Source: an optimization exercise on an open RTL-to-GDS flow (aim: small area and a short achievable clock period). Production flows keep margins and buffers that such runs may drop. Only simulation tests tie the RTL to the original design; equivalence was not proved.

## flow/design.v (module list and top-level ports; edited modules follow where they fit)
// module PE: 2059 lines
// module PE_fa: 10 lines
module PE (
    input              clk,
    input              CIM_en,
    input              STDW,  
    input              STDR,  
    input        [5:0] STD_A,  
    input        [3:0] weight_in,  
    input      [255:0] act_in,  
    output reg   [3:0] weight_out,  
    output reg  [13:0] PSUM  
);
  // ...
==> flow/run.sh <==
#!/bin/bash
# synth_recipe.tcl (not shown) runs the flow's synth.tcl, then flattens the netlist and writes it again
# the make line also repeats each setting of config.mk as NAME=value (left out here)
make -C /OpenROAD-flow-scripts/flow DESIGN_CONFIG=/design/flow/config.mk WORK_HOME=/design/flow/orfs CLKGATE_MAP_FILE= SYNTH_SCRIPT=/design/flow/synth_recipe.tcl finish
==> flow/config.mk <==
export PLATFORM = sky130hd
export DESIGN_NAME = PE
export DESIGN_NICKNAME = PE
export VERILOG_FILES = /design/flow/design.v
export SDC_FILE = /design/flow/constraint.sdc
export NUM_CORES = 4
export LEC_CHECK = 0
export CAP_MARGIN = 20
export CORE_MARGIN = 2
export CORE_UTILIZATION = 40
export SLEW_MARGIN = 20
export SYNTH_HIERARCHICAL = 1
==> flow/constraint.sdc <==
create_clock -name core_clock -period 20.0 [get_ports {clk}]
set_input_delay 4.0000 -clock core_clock [delete_from_list [all_inputs] [get_ports {clk}]]
set_output_delay 4.0000 -clock core_clock [all_outputs]
set_load 0.01 [all_outputs]
==> results.sh, run 1 <==
export IMPL_status="finished clean"
export IMPL_fin_nets=4225
export IMPL_top_area_cell_class="multi-input gates"
export IMPL_crit_type="in -> out"
export IMPL_cp_arrival_ns=13.67
export IMPL_proportion_of_cell_area_spent_on_the_clock_network=0.0292
export IMPL_routed_len_inst_microns=38.7
export IMPL_clkSinkCount=256
export IMPL_mostFrequentLayoutCells="sky130_fd_sc_hd__nand2_1 (1,052), sky130_fd_sc_hd__fa_1 (1,007), sky130_fd_sc_hd__clkdlybuf4s50_1 (281)"
export IMPL_worst_hold_check_path_type="in -> reg"
export IMPL_synth_largest_type_area_fraction=0.583
export IMPL_buffer_area_frac=0.0738
export IMPL_cp_slowest_stage_delay_ns=0.68
export IMPL_max_freq_ghz=0.0566
export IMPL_wirelength_microns=159000
export IMPL_final_seq_area_sq_um=7690
export IMPL_top_level_i_o_count=288
export IMPL_num_fill_cells=7800
export IMPL_drtPass1Iterations=6
export IMPL_grt_remaining_overflow=0
export IMPL_synth_ff_type="sky130_fd_sc_hd__edfxtp_1"
export IMPL_synth_adder_area_share=0.585
export IMPL_largest_register="weight"
export IMPL_pre_cts_ws_ns=2.47
export IMPL_grt_antenna_before_repair=8
export IMPL_path_cells="clkdlybuf4s50_1, nand2_1, fa_1, fa_1, fa_1, fa_1, fa_1, fa_1, fa_1, fa_1, fa_1, fa_1, fa_1, fa_1, fa_1, fa_1, fa_1, nor3_1, nand2_1, o31ai_1, xnor2_1, nor2_1, clkdlybuf4s50_1"
export IMPL_maximum_number_of_pins_on_one_net_before_global_route_repair=65
export IMPL_global_route_usage_total=0.367
export IMPL_seq_area_frac_synth=0.222
export IMPL_period_share=0.884
export IMPL_buffer_ports_inserted=287
export IMPL_final_cell_area_sq_um=39900
export IMPL_synth_top_cells_by_area="sky130_fd_sc_hd__fa_1 (58%), sky130_fd_sc_hd__edfxtp_1 (22%), sky130_fd_sc_hd__nand2_1 (11%), sky130_fd_sc_hd__mux4_2 (3.1%), sky130_fd_sc_hd__mux2i_1 (0.93%)"
export IMPL_synth_xor_area_share=0.00279
export IMPL_met1Wirelength_microns=59900
export IMPL_via_count=24800
export IMPL_postCtsHoldBufs=0
export IMPL_tightestPinTransition_ns=1.20
export IMPL_vias_per_cell=6.03
export IMPL_wl_met3_microns=17500
==> run 2, diff against run 1 <==
--- a/flow/design.v
+++ b/flow/design.v
@@ -16,21 +16,21 @@
         if (STDW && STD_A == i) begin
             weight[4*i+3 -: 4] <= weight_in;
         end
     end
 end
 wire [1023:0] pp;
 genvar gi, gj, gk;
 generate for (gi = 0; gi < 64; gi = gi + 1) begin : g_pp
-  for (gj = 0; gj < 4; gj = gj + 1) begin : g_w
-    for (gk = 0; gk < 4; gk = gk + 1) begin : g_a
-      assign pp[gi*16+gj*4+gk] = ~(weight[4*gi+gj] & act_in[4*gi+gk]);
+    for (gj = 0; gj < 4; gj = gj + 1) begin : g_w
+        for (gk = 0; gk < 4; gk = gk + 1) begin : g_a
+            assign pp[gi*16+gj*4+gk] = ~(weight[4*gi+gj] & act_in[4*gi+gk]);
+        end
     end
-  end
 end endgenerate
 wire s0, c0;
 PE_fa u_fa0 (.a(pp[0]), .b(pp[1008]), .c(pp[112]), .s(s0), .co(c0));
 wire s1, c1;
 PE_fa u_fa1 (.a(pp[128]), .b(pp[144]), .c(pp[160]), .s(s1), .co(c1));
 wire s2, c2;
 PE_fa u_fa2 (.a(pp[16]), .b(pp[176]), .c(pp[192]), .s(s2), .co(c2));
 wire s3, c3;
@@ -1939,17 +1939,17 @@
 PE_fa u_fa954 (.a(c897), .b(c898), .c(s950), .s(s954), .co(c954));
 wire s955, c955;
 PE_fa u_fa955 (.a(s951), .b(c899), .c(s952), .s(s955), .co(c955));
 wire s956, c956;
 PE_fa u_fa956 (.a(s953), .b(c900), .c(s954), .s(s956), .co(c956));
 wire s957, c957;
 PE_fa u_fa957 (.a(c901), .b(s955), .c(c902), .s(s957), .co(c957));
 wire s958, c958;
-PE_fa u_fa958 (.a(s956), .b(c903), .c(s957), .s(s958), .co(c958));
+PE_ha u_ha958 (.a(s956), .b(c903), .s(s958), .co(c958));
 wire s959, c959;
 PE_fa u_fa959 (.a(c904), .b(c905), .c(c906), .s(s959), .co(c959));
 wire s960, c960;
 PE_fa u_fa960 (.a(c907), .b(c908), .c(c909), .s(s960), .co(c960));
 wire s961, c961;
 PE_fa u_fa961 (.a(c910), .b(c911), .c(c912), .s(s961), .co(c961));
 wire s962, c962;
 PE_fa u_fa962 (.a(c913), .b(c914), .c(c915), .s(s962), .co(c962));
@@ -1993,17 +1993,17 @@
 PE_fa u_fa981 (.a(s977), .b(c952), .c(s978), .s(s981), .co(c981));
 wire s982, c982;
 PE_fa u_fa982 (.a(s979), .b(c953), .c(c954), .s(s982), .co(c982));
 wire s983, c983;
 PE_fa u_fa983 (.a(s980), .b(c955), .c(s981), .s(s983), .co(c983));
 wire s984, c984;
 PE_fa u_fa984 (.a(c956), .b(s982), .c(s983), .s(s984), .co(c984));
 wire s985, c985;
-PE_fa u_fa985 (.a(c957), .b(s984), .c(c958), .s(s985), .co(c985));
+PE_ha u_ha985 (.a(c957), .b(s984), .s(s985), .co(c985));
 wire s986, c986;
 PE_fa u_fa986 (.a(c959), .b(c960), .c(c961), .s(s986), .co(c986));
 wire s987, c987;
 PE_fa u_fa987 (.a(c962), .b(c963), .c(c964), .s(s987), .co(c987));
 wire s988, c988;
 PE_fa u_fa988 (.a(c965), .b(c966), .c(s986), .s(s988), .co(c988));
 wire s989, c989;
 PE_fa u_fa989 (.a(c967), .b(c968), .c(s987), .s(s989), .co(c989));
@@ -2019,35 +2019,35 @@
 PE_fa u_fa994 (.a(c977), .b(c978), .c(s992), .s(s994), .co(c994));
 wire s995, c995;
 PE_fa u_fa995 (.a(c979), .b(s993), .c(c980), .s(s995), .co(c995));
 wire s996, c996;
 PE_fa u_fa996 (.a(c981), .b(s994), .c(c982), .s(s996), .co(c996));
 wire s997, c997;
 PE_fa u_fa997 (.a(s995), .b(c983), .c(s996), .s(s997), .co(c997));
 wire s998, c998;
-PE_fa u_fa998 (.a(c984), .b(s997), .c(c985), .s(s998), .co(c998));
+PE_ha u_ha998 (.a(c984), .b(c985), .s(s998), .co(c998));
 wire s999, c999;
 PE_fa u_fa999 (.a(c986), .b(c987), .c(c988), .s(s999), .co(c999));
 wire s1000, c1000;
 PE_fa u_fa1000 (.a(c989), .b(c990), .c(s999), .s(s1000), .co(c1000));
 wire s1001, c1001;
 PE_fa u_fa1001 (.a(c991), .b(c992), .c(s1000), .s(s1001), .co(c1001));
 wire s1002, c1002;
 PE_fa u_fa1002 (.a(c993), .b(c994), .c(s1001), .s(s1002), .co(c1002));
 wire s1003, c1003;
 PE_fa u_fa1003 (.a(c995), .b(s1002), .c(c996), .s(s1003), .co(c1003));
 wire s1004, c1004;
-PE_fa u_fa1004 (.a(c997), .b(s1003), .c(c998), .s(s1004), .co(c1004));
+PE_ha u_ha1004 (.a(c997), .b(s1003), .s(s1004), .co(c1004));
 wire s1005, c1005;
 PE_fa u_fa1005 (.a(c999), .b(c1000), .c(c1001), .s(s1005), .co(c1005));
 wire s1006, c1006;
 PE_fa u_fa1006 (.a(c1002), .b(s1005), .c(c1003), .s(s1006), .co(c1006));
-wire [13:0] rx = {1'b0, ~c1005, ~s1006, ~s1004, ~s998, ~s985, ~s958, ~c792, ~s792, ~s632, ~s439, ~s244, ~s109, ~s29};
-wire [13:0] ry = {1'b0, ~c1006, ~c1004, 1'b0, 1'b0, 1'b0, 1'b0, ~s903, 1'b0, 1'b0, 1'b0, 1'b0, 1'b0, ~s30};
+wire [13:0] rx = {1'b0, ~c1005, ~c1004, ~c998, ~s997, ~c958, ~s957, ~c792, ~s792, ~s632, ~s439, ~s244, ~s109, ~s29};
+wire [13:0] ry = {1'b0, ~c1006, ~s1006, ~s1004, ~s998, ~s985, ~s958, ~s903, 1'b0, 1'b0, 1'b0, 1'b0, 1'b0, ~s30};
 wire [13:0] dot = rx + ry;
 always @(*) begin
     weight_out = 4'b0;
     PSUM = 14'b0;
     if (STDW) begin
     end
     else if (STDR) begin
         weight_out = weight[4*STD_A+3 -: 4];
@@ -2062,8 +2062,17 @@
     input  b,
     input  c,
     output s,
     output co
 );
 assign s = a ^ b ^ c;
 assign co = (a & b) | (a & c) | (b & c);
 endmodule
+module PE_ha (
+    input  a,
+    input  b,
+    output s,
+    output co
+);
+assign s = ~(a ^ b);
+assign co = a | b;
+endmodule
==> flow/flow/run.sh (new file) <==
#!/bin/bash
# The standard layout, with plain buf_1 cells as the port buffers.
set -euo pipefail
bash standard.sh synth > synth.log 2>&1
bash standard.sh BUFFER_PORTS_ARGS="-buffer_cell sky130_fd_sc_hd__buf_1" finish > finish.log 2>&1
==> flow/standard.sh (new file) <==
#!/bin/bash
# synth_recipe.tcl (not shown) runs the flow's synth.tcl, then flattens the netlist and writes it again
# the make line also repeats each setting of config.mk as NAME=value (left out here)
make -C /OpenROAD-flow-scripts/flow DESIGN_CONFIG=/design/flow/config.mk WORK_HOME=/design/flow/orfs CLKGATE_MAP_FILE= SYNTH_SCRIPT=/design/flow/synth_recipe.tcl "${@:-finish}"
removed: flow/run.sh
==> results.sh, run 2 <==
export IMPL_rsz0062_at_grt="no"
export IMPL_worst_relative_slew_slack=0.221
export IMPL_synth_instances=2685
export IMPL_largest_registers="weight x256"
export IMPL_synth_top_cells_by_area="sky130_fd_sc_hd__fa_1 (58%), sky130_fd_sc_hd__edfxtp_1 (22%), sky130_fd_sc_hd__nand2_1 (11%), sky130_fd_sc_hd__mux4_2 (3.1%), sky130_fd_sc_hd__mux2i_1 (0.95%)"
export IMPL_timing_final_ws_setup_ns=3.96
export IMPL_synth_enable_flop_cells=256
export IMPL_synthArstFlopShare=0
export IMPL_status="finished clean"
export IMPL_final_common_cell="sky130_fd_sc_hd__nand2_1"
export IMPL_routabilityCongestion=1.11
export IMPL_grt_remaining_overflow=0
export IMPL_hold_depth=2
export IMPL_pre_cts_ws_ns=3.97
export IMPL_critPathSlowestCell="sky130_fd_sc_hd__fa_1"
export IMPL_clkSinkCount=256
export IMPL_drtPass1Iterations=5
export IMPL_htree_num_levels=2
export IMPL_fin_nets=4270
export IMPL_via_count=24700
export IMPL_synth_largest_type_area_fraction=0.577
export IMPL_final_period_minus_worst_setup_slack_ns=16.04
export IMPL_cp_buffers_inverters=5
export IMPL_path_cells="buf_1, nand2_1, fa_1, fa_1, fa_1, fa_1, fa_1, fa_1, fa_1, fa_1, fa_1, fa_1, fa_1, inv_1, ha_1, inv_1, inv_1, ha_1, or2_2, a311oi_1, o21ai_1, a211oi_1, nor2_1, buf_1"
export IMPL_drive_above_1_share=0.0415
export IMPL_synth_largest_area_cell="sky130_fd_sc_hd__fa_1"
export IMPL_dieWidth_microns=299
export IMPL_endpoint_kind_of_the_worst_setup_timing_path="output pin"
export IMPL_global_route_usage_total=0.352
export IMPL_layout_core_utilization=0.444
export IMPL_cts_root_buf="sky130_fd_sc_hd__clkbuf_16"
export IMPL_ys_seq_elements=256
export IMPL_setup_tns_ns=0
export IMPL_timing_hold_worst_endpoint="weight[65]"
export IMPL_reported_max_cap_violation_count=0
export IMPL_largest_register_ffs=256
export IMPL_period_share=0.802
export IMPL_antenna_left=0
export IMPL_detail_route_drc_violations=0
export IMPL_setup_viol=0
export IMPL_wirelength_microns=153000
export IMPL_cts_tree="done"
export IMPL_top_level_i_o_count=288
export IMPL_start_kind="input port"
export IMPL_cp_slowest_stage_delay_ns=0.60
export IMPL_largest_register="weight"
export IMPL_cp_common_cell="sky130_fd_sc_hd__fa_1"
export IMPL_cts_made_buffers=34
export IMPL_seq_area_frac_synth=0.221
export IMPL_syn_num_nets=3971
export IMPL_final_count_of_hold_timing_violations=0
export IMPL_max_freq_ghz=0.0623
export IMPL_tightestPinTransition_ns=1.17
export IMPL_timing_hold_worst_start="weight_in[1]"
export IMPL_die_area_sq_um=89400
export IMPL_post_cts_resized=0
export IMPL_synth_cell_area_sq_um=34800
export IMPL_vias_per_cell=5.92
export IMPL_crit_type="in -> out"
export IMPL_grt_antenna_before_repair=11
export IMPL_clkTransAtPathRegs_ns=0.05
export IMPL_hpwlAfterDp_microns=134000
export IMPL_initial_utilization=0.402
export IMPL_hold_ws_ns=4.19
export IMPL_final_max_slew_viol_count=0
export IMPL_crit_path_max_fanout=5
export IMPL_core_area_sq_um=86500
export IMPL_chipHeight_microns=299
export IMPL_cp_arrival_ns=12.04
export IMPL_syn2layout_area_growth_pct=10.2
export IMPL_worst_hold_check_path_type="in -> reg"
export IMPL_synth_area_per_cell_sq_um=13.0
export IMPL_yosysWarnings=7
export IMPL_mostFrequentLayoutCells="sky130_fd_sc_hd__nand2_1 (1,047), sky130_fd_sc_hd__fa_1 (1,003), sky130_fd_sc_hd__buf_1 (281)"
export IMPL_crit_family="adder cells"
export IMPL_post_synth_top_count_cell="sky130_fd_sc_hd__nand2_1"
export IMPL_cts_setup_buffers=0
export IMPL_clock_path_buffers=3
export IMPL_synth_top_cells_by_count="sky130_fd_sc_hd__nand2_1 (1,047), sky130_fd_sc_hd__fa_1 (1,003), sky130_fd_sc_hd__edfxtp_1 (256), sky130_fd_sc_hd__nor2_1 (85), sky130_fd_sc_hd__mux4_2 (48)"
export IMPL_worst_endpoint_required_ns=16.00
export IMPL_grt_pass1_vias=26800
export IMPL_grt_pass1_wl_microns=213000
export IMPL_postCtsHoldBufs=0
export IMPL_synth_lib_cells_used_distinct=49
export IMPL_synth_ff_type="sky130_fd_sc_hd__edfxtp_1"
export IMPL_first_iter_violations=3384
export IMPL_buffer_ports_inserted=287
export IMPL_routed_len_inst_microns=36.7
export IMPL_maximum_number_of_pins_on_one_net_before_global_route_repair=65
export IMPL_num_rows=108
[run 2: changes by cell type in the layout (fill, tap and decap cells not counted), moves of 5 or more]
cell / before / now
sky130_fd_sc_hd__a21oi_1: 9 / 19
sky130_fd_sc_hd__buf_1: 0 / 281
sky130_fd_sc_hd__clkdlybuf4s50_1: 281 / 0
sky130_fd_sc_hd__clkinv_1: 0 / 5
sky130_fd_sc_hd__ha_1: 5 / 13
sky130_fd_sc_hd__inv_1: 12 / 34
sky130_fd_sc_hd__nand2_1: 1052 / 1047
[run 2: area by class of cell]
cell class	count	area, sq um
multi-input combinational	2362	26800
antenna	8	20.0
tap	1155	1450
sequential	256	7690
timing repair buffer	296	1160
clock inverter	24	269
fill	8184	48100
clock buffer	37	862
inverter	34	128
[run 2: worst max-delay path by stage]
stage / start / end / slack [ns] / cells past startpoint
2_1_floorplan: act_in[123] / PSUM[13] / 5.17 / 22
3_3_place_gp: act_in[0] / PSUM[13] / 4.00 / 24
3_5_place_dp: act_in[14] / PSUM[13] / 3.97 / 24
4_1_cts: act_in[14] / PSUM[13] / 3.99 / 24
5_1_grt: act_in[1] / PSUM[13] / 3.76 / 24
6_report: act_in[14] / PSUM[13] / 3.96 / 24
[run 2: cell families (layout without fill, tap and decap cells)]
logic type	count (synthesis)	after routing	share of synthesized area
other cells	0	8	0
xor+xnor	7	7	0.00176
mux	81	81	0.0405
buf+inv	67	391	0.00909
fa+ha+maj	1016	1016	0.582
flops	256	256	0.221
compound gates	73	73	0.0139
simple gates	1185	1185	0.132
[run 2: routing by layer]
| metal | wire length (microns) | vias to the layer above | global-route usage |
|---|---|---|---|
| li1 | - | 9242 | - |
| met1 | 57900 | 13300 | 0.466 |
| met2 | 68700 | 1730 | 0.529 |
| met3 | 16600 | 385 | 0.100 |
| met4 | 9880 | 12 | 0.189 |
| met5 | 84 | - | 0 |
[run 2: metrics by stage]
stage               instances  instance area, sq um
global route             4167                 38400
floorplan                2685                 34800
detailed placement       4103                 37200
finish                   4172                 38400
global placement         4103                 37200
CTS                      4164                 38400
[run 2: per-module statistics from Yosys (local to each module, per instance)]
module	cells	area [sq um]
PE_fa	1	20.0
PE	1662	14600
PE_ha	5	27.5
==> run 3, diff against run 2 <==
--- a/flow/config.mk
+++ b/flow/config.mk
@@ -7,6 +7,6 @@
 export LEC_CHECK = 0
 export CAP_MARGIN = 20
 export CORE_MARGIN = 2
-export CORE_UTILIZATION = 40
+export CORE_UTILIZATION = 60
 export SLEW_MARGIN = 20
 export SYNTH_HIERARCHICAL = 1
==> results.sh, run 3 <==
export IMPL_status="finished clean"
export IMPL_via_count=25800
export IMPL_cts_made_buffers=31
export IMPL_top_level_i_o_count=288
export IMPL_worst_hold_check_path_type="in -> reg"
export IMPL_setup_tns_ns=0
export IMPL_cts_tree="done"
export IMPL_drtPass1Iterations=8
export IMPL_final_instance_count_without_filler_cells=3774
export IMPL_fin_nets=4268
export IMPL_num_rows=88
export IMPL_grt_antenna_before_repair=7
export IMPL_cts_root_buf="sky130_fd_sc_hd__clkbuf_16"
export IMPL_yosysWarnings=7
export IMPL_synth_enable_flop_cells=256
export IMPL_initial_utilization=0.606
export IMPL_final_period_minus_worst_setup_slack_ns=16.34
export IMPL_routabilityCongestion=1.13
export IMPL_final_common_cell="sky130_fd_sc_hd__nand2_1"
export IMPL_hpwlAfterDp_microns=126000
export IMPL_synth_ff_type="sky130_fd_sc_hd__edfxtp_1"
export IMPL_worst_endpoint_required_ns=16.00
export IMPL_timing_hold_worst_start="weight_in[0]"
export IMPL_crit_path_max_fanout=5
export IMPL_synth_top_cells_by_area="sky130_fd_sc_hd__fa_1 (58%), sky130_fd_sc_hd__edfxtp_1 (22%), sky130_fd_sc_hd__nand2_1 (11%), sky130_fd_sc_hd__mux4_2 (3.1%), sky130_fd_sc_hd__mux2i_1 (0.95%)"
export IMPL_final_count_of_hold_timing_violations=0
export IMPL_clkTransAtPathRegs_ns=0.06
export IMPL_dpl_cell_count=3714
export IMPL_seq_area_frac_synth=0.221
export IMPL_post_cts_resized=0
export IMPL_largest_registers="weight x256"
export IMPL_grt_remaining_overflow=0
export IMPL_period_share=0.817
export IMPL_core_area_sq_um=57500
export IMPL_start_kind="input port"
export IMPL_syn2layout_area_growth_pct=8.54
export IMPL_routed_len_inst_microns=38.8
export IMPL_synth_area_per_cell_sq_um=13.0
export IMPL_synthArstFlopShare=0
export IMPL_synth_lib_cells_used_distinct=49
export IMPL_synth_instances=2685
export IMPL_largest_register="weight"
export IMPL_wirelength_microns=147000
export IMPL_tightestPinTransition_ns=1.19
export IMPL_crit_family="adder cells"
export IMPL_post_synth_top_count_cell="sky130_fd_sc_hd__nand2_1"
export IMPL_drive_above_1_share=0.0419
export IMPL_max_freq_ghz=0.0612
export IMPL_largest_register_ffs=256
export IMPL_maximum_number_of_pins_on_one_net_before_global_route_repair=65
export IMPL_crit_type="in -> out"
export IMPL_detail_route_drc_violations=0
export IMPL_final_max_slew_viol_count=0
export IMPL_cts_setup_buffers=0
export IMPL_htree_num_levels=1
export IMPL_global_route_usage_total=0.510
export IMPL_antenna_left=0
export IMPL_chipHeight_microns=245
export IMPL_buffer_ports_inserted=287
export IMPL_postCtsHoldBufs=0
export IMPL_critPathSlowestCell="sky130_fd_sc_hd__fa_1"
export IMPL_cp_buffers_inverters=7
export IMPL_first_iter_violations=4068
export IMPL_setup_viol=0
export IMPL_cp_slowest_stage_delay_ns=0.60
export IMPL_syn_num_nets=3971
export IMPL_ys_seq_elements=256
export IMPL_vias_per_cell=6.85
export IMPL_mostFrequentLayoutCells="sky130_fd_sc_hd__nand2_1 (1,047), sky130_fd_sc_hd__fa_1 (1,003), sky130_fd_sc_hd__buf_1 (281)"
export IMPL_grt_pass1_wl_microns=204000
export IMPL_cp_arrival_ns=12.34
export IMPL_synth_cell_area_sq_um=34800
export IMPL_clkSinkCount=256
export IMPL_rsz0062_at_grt="no"
export IMPL_reported_max_cap_violation_count=0
export IMPL_timing_hold_worst_endpoint="weight[72]"
export IMPL_grt_pass1_vias=27500
export IMPL_die_area_sq_um=60000
export IMPL_hold_depth=2
export IMPL_endpoint_kind_of_the_worst_setup_timing_path="output pin"
export IMPL_cp_common_cell="sky130_fd_sc_hd__fa_1"
export IMPL_synth_largest_type_area_fraction=0.577
export IMPL_synth_largest_area_cell="sky130_fd_sc_hd__fa_1"
export IMPL_worst_relative_slew_slack=0.203
export IMPL_synth_top_cells_by_count="sky130_fd_sc_hd__nand2_1 (1,047), sky130_fd_sc_hd__fa_1 (1,003), sky130_fd_sc_hd__edfxtp_1 (256), sky130_fd_sc_hd__nor2_1 (85), sky130_fd_sc_hd__mux4_2 (48)"
export IMPL_clock_path_buffers=3
export IMPL_dieWidth_microns=245
[run 3: cell count changes in the layout (fill, tap and decap cells not counted), moves of 3 or more]
| cell | change |
|---|---|
| sky130_fd_sc_hd__clkbuf_16 | -3 |
| sky130_fd_sc_hd__clkinv_4 | +3 |
| sky130_fd_sc_hd__diode_2 | -5 |
| sky130_fd_sc_hd__clkinv_1 | -3 |
[run 3: logic make-up after synthesis]
family / synth area share
xor+xnor: 0.00176
compound gates: 0.0139
simple gates: 0.132
mux: 0.0405
buf+inv: 0.00909
flops: 0.221
fa+ha+maj: 0.582
[run 3: through the flow]
stage	hold WS [ns]	util	setup WS [ns]	cell area (sq um)
finish	4.11	0.657	3.66	37800
detailed placement	4.81	0.639	3.83	36700
floorplan	4.10	-	5.17	34800
global route	4.17	0.657	3.53	37800
CTS	4.15	0.657	3.86	37800
global placement	4.80	0.639	3.86	36700
[run 3: worst max path at each step]
| stage | cells after the start | to | slack [ns] | start |
|---|---|---|---|---|
| after global routing | 25 | PSUM[12] | 3.53 | act_in[2] |
| final | 25 | PSUM[12] | 3.66 | act_in[2] |
| after global placement | 24 | PSUM[13] | 3.86 | act_in[2] |
| after detailed placement | 25 | PSUM[12] | 3.83 | act_in[2] |
| after CTS | 25 | PSUM[12] | 3.86 | act_in[2] |
| after floorplan | 22 | PSUM[13] | 5.17 | act_in[123] |
[run 3: final cells by class]
class | count | area [sq um]
diodes | 3 | 7.51
clock buffers | 32 | 779
clock inverters | 25 | 253
fillers | 4501 | 19700
inverters | 34 | 128
multi-input cells | 2362 | 26800
flip-flops and latches | 256 | 7690
well taps | 765 | 957
repair buffers | 297 | 1160
[run 3: per-layer routing]
layer	track usage	wire [microns]	share of wire
met1	0.641	46500	0.32
met2	0.746	63700	0.43
met3	0.197	23300	0.16
met4	0.334	13000	0.089
met5	0	46	0.00031
[run 3: per-module statistics from Yosys (local to each module, per instance)]
| module | copies in the design | flops+latches |
|---|---|---|
| PE_fa | 1003 | 0 |
| PE_ha | 4 | 0 |
| PE | 1 | 256 |
==> run 4, diff against run 3 <==
--- a/flow/config.mk
+++ b/flow/config.mk
@@ -7,6 +7,7 @@
 export LEC_CHECK = 0
 export CAP_MARGIN = 20
 export CORE_MARGIN = 2
-export CORE_UTILIZATION = 60
+export CORE_UTILIZATION = 40
+export CTS_BUF_LIST = sky130_fd_sc_hd__clkbuf_4
 export SLEW_MARGIN = 20
 export SYNTH_HIERARCHICAL = 1
==> results.sh, run 4 <==
export IMPL_status="finished clean"
export IMPL_detail_route_drc_violations=0
export IMPL_crit_path_max_fanout=5
export IMPL_setup_tns_ns=0
export IMPL_cts_made_buffers=70
export IMPL_synth_enable_flop_cells=256
export IMPL_place_area_sq_um=37200
export IMPL_syn2layout_area_growth_pct=9.37
export IMPL_final_count_of_hold_timing_violations=0
export IMPL_tightestPinTransition_ns=1.18
export IMPL_grt_pass1_vias=27000
export IMPL_synth_cell_area_sq_um=34800
export IMPL_final_period_minus_worst_setup_slack_ns=16.18
export IMPL_synth_largest_area_cell="sky130_fd_sc_hd__fa_1"
export IMPL_crit_type="in -> out"
export IMPL_critPathSlowestCell="sky130_fd_sc_hd__fa_1"
export IMPL_synth_instances=2685
export IMPL_cts_root_buf="sky130_fd_sc_hd__clkbuf_4"
export IMPL_via_count=25000
export IMPL_post_synth_top_count_cell="sky130_fd_sc_hd__nand2_1"
export IMPL_core_area_sq_um=86500
export IMPL_crit_family="adder cells"
export IMPL_hpwlAfterDp_microns=134000
export IMPL_antenna_left=0
export IMPL_layout_core_utilization=0.440
export IMPL_max_freq_ghz=0.0618
export IMPL_synth_area_per_cell_sq_um=13.0
export IMPL_num_fill_cells=8241
export IMPL_setup_viol=0
export IMPL_use_met3=0.104
export IMPL_syn_num_nets=3971
export IMPL_clock_path_buffers=3
export IMPL_cp_slowest_stage_delay_ns=0.62
export IMPL_grt_remaining_overflow=0
export IMPL_synth_lib_cells_used_distinct=49
export IMPL_top_level_i_o_count=288
export IMPL_synth_top_cells_by_area="sky130_fd_sc_hd__fa_1 (58%), sky130_fd_sc_hd__edfxtp_1 (22%), sky130_fd_sc_hd__nand2_1 (11%), sky130_fd_sc_hd__mux4_2 (3.1%), sky130_fd_sc_hd__mux2i_1 (0.95%)"
export IMPL_postCtsHoldBufs=0
export IMPL_routed_len_inst_microns=36.3
export IMPL_chipHeight_microns=299
export IMPL_pre_cts_ws_ns=3.97
export IMPL_synth_ff_type="sky130_fd_sc_hd__edfxtp_1"
export IMPL_drive_above_1_share=0.0578
export IMPL_htree_num_levels=3
export IMPL_grt_busiest_layer="met2"
export IMPL_grt_pass1_wl_microns=214000
export IMPL_cp_buffers_inverters=5
export IMPL_global_route_usage_total=0.355
export IMPL_yosysWarnings=7
export IMPL_mostFrequentLayoutCells="sky130_fd_sc_hd__nand2_1 (1,047), sky130_fd_sc_hd__fa_1 (1,003), sky130_fd_sc_hd__buf_1 (281)"
export IMPL_cp_arrival_ns=12.18
export IMPL_fin_nets=4306
export IMPL_cp_common_cell="sky130_fd_sc_hd__fa_1"
export IMPL_drtPass1Iterations=6
export IMPL_timing_final_ws_setup_ns=3.82
export IMPL_post_cts_resized=0
export IMPL_synth_top_cells_by_count="sky130_fd_sc_hd__nand2_1 (1,047), sky130_fd_sc_hd__fa_1 (1,003), sky130_fd_sc_hd__edfxtp_1 (256), sky130_fd_sc_hd__nor2_1 (85), sky130_fd_sc_hd__mux4_2 (48)"
export IMPL_clkSinkCount=256
export IMPL_largest_registers="weight x256"
export IMPL_endpoint_kind_of_the_worst_setup_timing_path="output pin"
export IMPL_rsz0062_at_grt="no"
export IMPL_die_area_sq_um=89400
export IMPL_clkTransAtPathRegs_ns=0.06
export IMPL_routabilityCongestion=1.11
export IMPL_ys_seq_elements=256
export IMPL_largest_register="weight"
export IMPL_seq_area_frac_synth=0.221
export IMPL_largest_register_ffs=256
export IMPL_wirelength_microns=154000
export IMPL_maximum_number_of_pins_on_one_net_before_global_route_repair=65
export IMPL_cts_setup_buffers=0
export IMPL_global_route_usage_met1=0.470
export IMPL_grt_util_met2=0.538
export IMPL_final_common_cell="sky130_fd_sc_hd__nand2_1"
export IMPL_final_max_slew_viol_count=0
export IMPL_reported_max_cap_violation_count=0
export IMPL_worst_endpoint_required_ns=16.00
export IMPL_cts_tree="done"
export IMPL_start_kind="input port"
export IMPL_path_cells="buf_1, nand2_1, fa_1, fa_1, fa_1, fa_1, fa_1, fa_1, fa_1, fa_1, fa_1, fa_1, fa_1, inv_1, ha_1, inv_1, inv_1, ha_1, or2_2, a311oi_1, o21ai_1, a211oi_1, nor2_1, buf_1"
export IMPL_num_rows=108
export IMPL_period_share=0.809
export IMPL_synthArstFlopShare=0
export IMPL_buffer_ports_inserted=287
export IMPL_final_cell_area_sq_um=38100
export IMPL_first_iter_violations=3477
export IMPL_synth_largest_type_area_fraction=0.577
export IMPL_dieWidth_microns=299
export IMPL_grt_antenna_before_repair=14
export IMPL_initial_utilization=0.402
export IMPL_worst_hold_check_path_type="in -> reg"
export IMPL_vias_per_cell=5.91
export IMPL_worst_relative_slew_slack=0.209
## run 4: cells by family (layout without fill, tap and decap cells)
logic type | count (synthesis) | after routing | synth area share
XOR/XNOR | 7 | 7 | 0.00176
flip-flops | 256 | 256 | 0.221
adder cells (fa/ha/maj) | 1016 | 1016 | 0.582
AND/OR/NAND/NOR | 1185 | 1185 | 0.132
buffers and inverters | 67 | 446 | 0.00909
AO/OA/AOI/OAI | 73 | 73 | 0.0139
multiplexers | 81 | 81 | 0.0405
other | 0 | 16 | 0
## run 4: routing by layer
metal  vias to the layer above  routed length, microns
met5                         -                      53
met2                      1911                   69900
met4                         8                    8870
li1                       9362                       -
met3                       328                   17700
met1                     13400                   57200
## run 4: final timing paths
| check | startpoint | end | slack (ns) | cells past startpoint |
|---|---|---|---|---|
| worst min-delay path | weight_in[1] | weight[61] | 3.88 | 2 |
| worst max-delay path | act_in[1] | PSUM[13] | 3.82 | 24 |
## run 4: layout make-up
class	instances	area (sq um)	share of cell area
Clock buffer	94	706	0.0185
Sequential cell	256	7690	0.202
Clock inverter	22	101	0.00266
Tap cell	1155	1450	0.0380
Inverter	34	128	0.00335
Antenna cell	16	40.0	0.00105
Timing Repair Buffer	296	1160	0.0304
Multi-Input combinational cell	2362	26800	0.704
## run 4: Yosys stat by module, one instance, submodules excluded
module  cell area [sq um]  flops+latches
PE                  14600            256
PE_fa                20.0              0
PE_ha                27.5              0
## run 4: per-stage QoR
stage / hold WS [ns] / std cells
after floorplan: 4.10 / 2685
final: 3.88 / 4235
after global placement: 4.83 / 4103
after detailed placement: 4.86 / 4103
after CTS: 3.88 / 4219
after global routing: 3.91 / 4230
==> run 5, diff against run 4 <==
--- a/flow/config.mk
+++ b/flow/config.mk
@@ -8,6 +8,6 @@
 export CAP_MARGIN = 20
 export CORE_MARGIN = 2
 export CORE_UTILIZATION = 40
-export CTS_BUF_LIST = sky130_fd_sc_hd__clkbuf_4
+export CTS_BUF_LIST = sky130_fd_sc_hd__clkbuf_2 sky130_fd_sc_hd__clkbuf_4
 export SLEW_MARGIN = 20
 export SYNTH_HIERARCHICAL = 1
==> results.sh, run 5 <==
export IMPL_endpoint_kind_of_the_worst_setup_timing_path="output pin"
export IMPL_multiInputGateArea_sq_um=26800
export IMPL_die_area_sq_um=89400
export IMPL_num_rows=108
export IMPL_routed_len_inst_microns=36.3
export IMPL_synth_largest_type_area_fraction=0.577
export IMPL_post_cts_resized=0
export IMPL_reported_max_cap_violation_count=0
export IMPL_yosysWarnings=7
export IMPL_ys_seq_elements=256
export IMPL_synth_lib_cells_used_distinct=49
export IMPL_grt_pass1_vias=27000
export IMPL_setup_viol=0
export IMPL_final_common_cell="sky130_fd_sc_hd__nand2_1"
export IMPL_cts_tree="done"
export IMPL_largest_register="weight"
export IMPL_routabilityCongestion=1.11
export IMPL_final_seq_area_sq_um=7690
export IMPL_maximum_number_of_pins_on_one_net_before_global_route_repair=65
export IMPL_first_iter_violations=3477
export IMPL_wirelength_microns=154000
export IMPL_worst_endpoint_required_ns=16.00
export IMPL_cp_arrival_ns=12.18
export IMPL_syn_num_nets=3971
export IMPL_crit_path_max_fanout=5
export IMPL_tightestPinTransition_ns=1.18
export IMPL_chipHeight_microns=299
export IMPL_post_synth_top_count_cell="sky130_fd_sc_hd__nand2_1"
export IMPL_crit_type="in -> out"
export IMPL_grt_pass1_wl_microns=214000
export IMPL_synthArstFlopShare=0
export IMPL_cts_root_buf="sky130_fd_sc_hd__clkbuf_4"
export IMPL_cts_made_buffers=70
export IMPL_setup_tns_ns=0
export IMPL_core_area_sq_um=86500
export IMPL_cts_setup_buffers=0
export IMPL_synth_ff_type="sky130_fd_sc_hd__edfxtp_1"
export IMPL_worst_relative_slew_slack=0.209
export IMPL_final_max_slew_viol_count=0
export IMPL_clock_path_buffers=3
export IMPL_largest_register_ffs=256
export IMPL_period_share=0.809
export IMPL_fin_nets=4306
export IMPL_timing_hold_worst_start="weight_in[1]"
export IMPL_synth_top_cells_by_count="sky130_fd_sc_hd__nand2_1 (1,047), sky130_fd_sc_hd__fa_1 (1,003), sky130_fd_sc_hd__edfxtp_1 (256), sky130_fd_sc_hd__nor2_1 (85), sky130_fd_sc_hd__mux4_2 (48)"
export IMPL_synth_largest_area_cell="sky130_fd_sc_hd__fa_1"
export IMPL_largest_registers="weight x256"
export IMPL_via_count=25000
export IMPL_pre_cts_ws_ns=3.97
export IMPL_clkSinkCount=256
export IMPL_worst_hold_check_path_type="in -> reg"
export IMPL_status="finished clean"
export IMPL_critPathLaunch="act_in[1]"
export IMPL_grt_antenna_before_repair=14
export IMPL_syn2layout_area_growth_pct=9.37
export IMPL_top_level_i_o_count=288
export IMPL_global_route_usage_total=0.355
export IMPL_hpwlAfterDp_microns=134000
export IMPL_grt_remaining_overflow=0
export IMPL_htree_num_levels=3
export IMPL_clkTransAtPathRegs_ns=0.06
export IMPL_synth_instances=2685
export IMPL_synth_enable_flop_cells=256
export IMPL_max_freq_ghz=0.0618
export IMPL_rsz0062_at_grt="no"
export IMPL_postCtsHoldBufs=0
export IMPL_synth_top_cells_by_area="sky130_fd_sc_hd__fa_1 (58%), sky130_fd_sc_hd__edfxtp_1 (22%), sky130_fd_sc_hd__nand2_1 (11%), sky130_fd_sc_hd__mux4_2 (3.1%), sky130_fd_sc_hd__mux2i_1 (0.95%)"
export IMPL_num_fill_cells=8241
export IMPL_timing_final_ws_setup_ns=3.82
export IMPL_vias_per_cell=5.91
export IMPL_initial_utilization=0.402
export IMPL_start_kind="input port"
export IMPL_seq_area_frac_synth=0.221
export IMPL_buffer_ports_inserted=287
export IMPL_final_count_of_hold_timing_violations=0
export IMPL_drtPass1Iterations=6
export IMPL_detail_route_drc_violations=0
export IMPL_synth_cell_area_sq_um=34800
export IMPL_antenna_left=0
export IMPL_mostFrequentLayoutCells="sky130_fd_sc_hd__nand2_1 (1,047), sky130_fd_sc_hd__fa_1 (1,003), sky130_fd_sc_hd__buf_1 (281)"
export IMPL_drive_above_1_share=0.0578
export IMPL_dieWidth_microns=299
export IMPL_synth_area_per_cell_sq_um=13.0
export IMPL_final_period_minus_worst_setup_slack_ns=16.18
## run 5: critical path, cell delays in order
cell and delay, ns:
sky130_fd_sc_hd__buf_1 0.33, sky130_fd_sc_hd__nand2_1 0.38, sky130_fd_sc_hd__fa_1 0.56, sky130_fd_sc_hd__fa_1 0.45, sky130_fd_sc_hd__fa_1 0.47, sky130_fd_sc_hd__fa_1 0.53
sky130_fd_sc_hd__fa_1 0.55, sky130_fd_sc_hd__fa_1 0.44, sky130_fd_sc_hd__fa_1 0.58, sky130_fd_sc_hd__fa_1 0.46, sky130_fd_sc_hd__fa_1 0.48, sky130_fd_sc_hd__fa_1 0.52
sky130_fd_sc_hd__fa_1 0.62, sky130_fd_sc_hd__inv_1 0.07, sky130_fd_sc_hd__ha_1 0.28, sky130_fd_sc_hd__inv_1 0.05, sky130_fd_sc_hd__inv_1 0.03, sky130_fd_sc_hd__ha_1 0.21
sky130_fd_sc_hd__or2_2 0.28, sky130_fd_sc_hd__a311oi_1 0.28, sky130_fd_sc_hd__o21ai_1 0.14, sky130_fd_sc_hd__a211oi_1 0.25, sky130_fd_sc_hd__nor2_1 0.07, sky130_fd_sc_hd__buf_1 0.13
## run 5: cell families after synthesis
kind of cell / count (synthesis) / synth area share
DFF: 256 / 0.221
adders and majority gates: 1016 / 0.582
AOI/OAI and AO/OA: 73 / 0.0139
and+or+nand+nor: 1185 / 0.132
xor gates and xnor gates: 7 / 0.00176
buffers and inverters: 67 / 0.00909
muxes: 81 / 0.0405
## run 5: path summary, 6_finish.rpt
check,endpoint,slack (ns),cells past startpoint
setup / recovery,PSUM[13],3.82,24
hold / removal,weight[61],3.88,2
## run 5: Yosys stat by module, one instance, submodules excluded
module / cells / times used / area (sq um)
PE: 1662 / 1 / 14600
PE_ha: 5 / 4 / 27.5
PE_fa: 1 / 1003 / 20.0
## run 5: layout make-up
class / count / share of cell area
Timing Repair Buffer: 296 / 0.0304
Sequential cell: 256 / 0.202
Clock buffer: 94 / 0.0185
Inverter: 34 / 0.00335
Tap cell: 1155 / 0.0380
Multi-Input combinational cell: 2362 / 0.704
Clock inverter: 22 / 0.00266
Antenna cell: 16 / 0.00105
## run 5: metrics by stage
stage               hold slack, ns  area [sq um]  instances  utilization
floorplan                     4.10         34800       2685            -
global placement              4.83         37200       4103        0.430
detailed placement            4.86         37200       4103        0.430
CTS                           3.88         38000       4219        0.440
global route                  3.91         38100       4230        0.440
finish                        3.88         38100       4235        0.440
## run 5: routing by layer
| layer | GRT usage | vias to the layer above | share of wire | routed length, microns |
|---|---|---|---|---|
| met3 | 0.104 | 328 | 0.12 | 17700 |
| li1 | - | 9362 | - | - |
| met1 | 0.470 | 13400 | 0.37 | 57200 |
| met5 | 0 | - | 0.00034 | 53 |
| met4 | 0.173 | 8 | 0.058 | 8870 |
| met2 | 0.538 | 1911 | 0.45 | 69900 |

==> port drivers added, routing unchanged <==
The flow's constraints put no driver on any port. The routed layouts listed below were extracted and timed again, unchanged, in two steps.
Step 1, drivers: a clkbuf_16 drives clk and a buf_2 each remaining input, both assumed.
Step 2, shift: input delay + t, output delay - t, t = (earliest + latest rising clock arrival at the registers) / 2. This alone moves slack from input paths to output paths.
Three values: ideal, step 1, step 2; two values: the first two.
run	t (ns)	slack for setup (ns)	clock arrival spread, ns	worst register clock-pin slew, ns
run 1	0.639	2.330 / 2.298 / 2.298	0.021 / 0.021	0.07 / 0.07
run 2	0.656	3.958 / 3.887 / 3.887	0.038 / 0.038	0.06 / 0.06
run 3	0.700	3.661 / 3.632 / 3.632	0.019 / 0.019	0.07 / 0.07
run 4	0.942	3.817 / 3.736 / 3.736	0.100 / 0.101	0.07 / 0.07
run 5	0.942	3.817 / 3.736 / 3.736	0.100 / 0.101	0.07 / 0.07
After both steps setup and hold are still met in every run listed.
